Source: an optimization exercise on an open RTL-to-GDS flow (aim: small area). Production flows keep margins and buffers that such runs may drop. The RTL was checked by simulation tests, not by an equivalence proof against the original design.

// br_compositor
module br_compositor(
	input wire clk,
	input wire [ 3: 0] status,
	input wire video_on,
	input wire [ 9: 0] pixel_x, pixel_y,
	input wire btn_pos, mycar_pos, explode_pos, game_over_pos, score_pos,
	input wire btn_visible, explode_visible,
	input wire obstacle_pos0, obstacle_pos1, obstacle_pos2, obstacle_pos3, obstacle_pos4,
	input wire digit_pos0, digit_pos1, digit_pos2, digit_pos3,
	input wire [31:0] scroll,
	input wire [11:0] back_data, btn_data, side_data, mycar_data, explode_data, game_over_data, score_data,
	input wire [11:0] obstacle_data0, obstacle_data1, obstacle_data2, obstacle_data3, obstacle_data4,
	input wire [11:0] digit_data0, digit_data1, digit_data2, digit_data3,
	output reg [ 3: 0] red, green, blue
	);
	wire [3:0] red_c, green_c, blue_c;
	Renderer render_unit (
		.status(status), .video_on(video_on),
		.pixel_x(pixel_x), .pixel_y(pixel_y),
		.btn_pos(btn_pos), .mycar_pos(mycar_pos), .explode_pos(explode_pos),
		.game_over_pos(game_over_pos), .score_pos(score_pos),
		.btn_visible(btn_visible), .explode_visible(explode_visible),
		.obstacle_pos0(obstacle_pos0), .obstacle_pos1(obstacle_pos1), .obstacle_pos2(obstacle_pos2),
		.obstacle_pos3(obstacle_pos3), .obstacle_pos4(obstacle_pos4),
		.digit_pos0(digit_pos0), .digit_pos1(digit_pos1), .digit_pos2(digit_pos2), .digit_pos3(digit_pos3),
		.scroll(scroll),
		.back_data(back_data), .btn_data(btn_data), .side_data(side_data), .mycar_data(mycar_data),
		.explode_data(explode_data), .game_over_data(game_over_data), .score_data(score_data),
		.obstacle_data0(obstacle_data0), .obstacle_data1(obstacle_data1), .obstacle_data2(obstacle_data2),
		.obstacle_data3(obstacle_data3), .obstacle_data4(obstacle_data4),
  ...
Size: ~390 cells after synthesis, roughly 12 flip-flops, ~280 I/O pins, ~0.0030 sq mm of cells after synthesis.
Settings: LEC_CHECK=0, CAP_MARGIN=5, CORE_MARGIN=2, CORE_UTILIZATION=40, CTS_BUF_LIST=sky130_fd_sc_hd__clkbuf_4, GPL_TIMING_DRIVEN=0, SLEW_MARGIN=0; clock period 40.0 ns.
standard.sh (not shown) runs the stock make flow with config.mk's settings and CLKGATE_MAP_FILE= SYNTH_SCRIPT=/design/flow/synth_recipe.tcl, a recipe that flattens the netlist after the stock synthesis.
==> flow/flow/run.sh <==
#!/bin/bash
# The standard layout (standard.sh) with these changes:
#  - synthesis skips the quick ABC pre-mapping inside Yosys's "synth -run fine:"
#    (synth -noabc), so extract_fa sees the RTL's adder structure and leaves no
#    inverters around the full adders;
#  - the final ABC mapping uses the area-oriented script flow/area.abc
#    (the standard flow's synthesis script otherwise unchanged: same passes, flatten, rename);
#  - the port buffers use the smallest buffer cell;
#  - clock tree synthesis without dummy loads.
set -euo pipefail
W=$(pwd)
sed -e "s|^\(\s*\)log_cmd abc {\*}\$abc_args|\1log_cmd abc -script $W/flow/area.abc {*}[lrange \$abc_args 2 end]|" \
    -e "s|-run fine: {\*}\$synth_full_args|-run fine: -noabc {*}\$synth_full_args|" \
  "$FLOW_HOME/scripts/synth.tcl" > "$W/synth_custom.tcl"
grep -q "flow/area.abc" "$W/synth_custom.tcl"
grep -q "run fine: -noabc" "$W/synth_custom.tcl"
sed "s|\$::env(SCRIPTS_DIR)/synth.tcl|$W/synth_custom.tcl|" "$W/synth_recipe.tcl" > "$W/synth_recipe_custom.tcl"
grep -q "synth_custom.tcl" "$W/synth_recipe_custom.tcl"
bash standard.sh "SYNTH_SCRIPT=$W/synth_recipe_custom.tcl" \
  "BUFFER_PORTS_ARGS=-buffer_cell sky130_fd_sc_hd__buf_1" \
  "CTS_ARGS=-sink_clustering_enable -repair_clock_nets -buf_list sky130_fd_sc_hd__clkbuf_4 -dont_use_dummy_load" finish > "$W/make_finish.log" 2>&1
==> flow/flow/area.abc <==
strash
&get -n
&st
&dc2
&dch -f
&nf -R 1000 -C 32 -F 8
&put
mfs2 -a
strash
&get -n
&st
&dc2
&dch -f
&nf -R 1000 -C 32 -F 8
&put
mfs2 -a
strash
&get -n
&st
&dc2
&dch -f
&nf -R 1000 -C 32 -F 8
&put
mfs2 -a
strash
&get -n
&st
&dch -f
&nf -R 1000 -C 32 -F 8
&put
topo
Change:
--- a/flow/flow/run.sh
+++ b/flow/flow/run.sh
@@ -9 +9 @@
-#  - clock tree synthesis without dummy loads.
+#  - clock tree synthesis without sink clustering or dummy loads (12 registers).
@@ -21 +21 @@
-  "CTS_ARGS=-sink_clustering_enable -repair_clock_nets -buf_list sky130_fd_sc_hd__clkbuf_4 -dont_use_dummy_load" finish > "$W/make_finish.log" 2>&1
+  "CTS_ARGS=-buf_list sky130_fd_sc_hd__clkbuf_4 -root_buf sky130_fd_sc_hd__clkbuf_4 -dont_use_dummy_load -repair_clock_nets" finish > "$W/make_finish.log" 2>&1
--- a/flow/config.mk
+++ b/flow/config.mk
@@ -10 +10 @@
-export CORE_UTILIZATION = 40
+export CORE_UTILIZATION = 65
@@ -12,0 +13 @@
+export PLACE_DENSITY = 0.75
Result: With this change the flow ended with an error in I/O pin placement (3_2_place_iop); synthesized cell count does not change; area after synthesis does not change.
Change:
--- a/flow/flow/run.sh
+++ b/flow/flow/run.sh
@@ -2 +2 @@
-# The standard layout (standard.sh) with these changes:
+# The standard layout (standard.sh) with three changes:
@@ -8,2 +8 @@
-#  - the port buffers use the smallest buffer cell;
-#  - clock tree synthesis without sink clustering or dummy loads (12 registers).
+#  - the port buffers use the smallest buffer cell.
@@ -20,2 +19 @@
-  "BUFFER_PORTS_ARGS=-buffer_cell sky130_fd_sc_hd__buf_1" \
-  "CTS_ARGS=-buf_list sky130_fd_sc_hd__clkbuf_4 -root_buf sky130_fd_sc_hd__clkbuf_4 -dont_use_dummy_load -repair_clock_nets" finish > "$W/make_finish.log" 2>&1
+  "BUFFER_PORTS_ARGS=-buffer_cell sky130_fd_sc_hd__buf_1" finish > "$W/make_finish.log" 2>&1
==> flow/flow/area.abc (replaced) <==
strash
&get -n
&st
&dc2
&dch -f
&nf -R 1000
&put
mfs2 -a
strash
&get -n
&st
&dch -f
&nf -R 1000
&put
topo
--- a/flow/config.mk
+++ b/flow/config.mk
@@ -10 +10 @@
-export CORE_UTILIZATION = 65
+export CORE_UTILIZATION = 40
@@ -13 +12,0 @@
-export PLACE_DENSITY = 0.75
What happened:
- This time the run passed the timing, design-rule and antenna checks
- synthesized cell count rose by 1.8%
- area after synthesis rose by 1.8%
Change:
--- a/flow/config.mk
+++ b/flow/config.mk
@@ -8 +8 @@
-export CAP_MARGIN = 5
+export CAP_MARGIN = 10
@@ -13 +13 @@
-export SLEW_MARGIN = 0
+export SLEW_MARGIN = 10
What happened: Worst hold slack got worse by 0.019 ns; wire length hardly moves; via count increases slightly; flip-flop and latch count does not change; area after synthesis stays the same; worst setup slack improves by 0.040 ns.

-- what the ideal ports hide --
The flow's constraints put no driver on any port. The routed layouts listed below were extracted and timed again, unchanged, in two steps. Step 1, drivers: a clkbuf_16 drives clk and a buf_2 each remaining input, both assumed. Step 2, shift: input delay + t, output delay - t, t = (earliest + latest rising clock arrival at the registers) / 2. This alone moves slack from input paths to output paths. Three values: ideal, step 1, step 2; two values: the first two.
| run | t (ns) | setup WS [ns] | worst hold slack (ns) | worst slew at a driven data input, ns | cell pins on the clock port's net |
|---|---|---|---|---|---|
| the first run | 0.279 | 22.390 / 22.387 / 22.108 | 8.026 / 8.033 / 8.312 | 0.08 | 1 |
| the third run | 0.273 | 22.639 / 22.635 / 22.362 | 7.973 / 7.983 / 8.256 | 0.08 | 1 |
| the fourth run | 0.295 | 22.680 / 22.678 / 22.382 | 7.954 / 7.964 / 8.259 | 0.06 | 1 |
After both steps setup and hold are still met in every run listed. The setup slack of the fourth run, which loses most, moves by -0.002 ns with the drivers and by -0.298 ns with both steps.
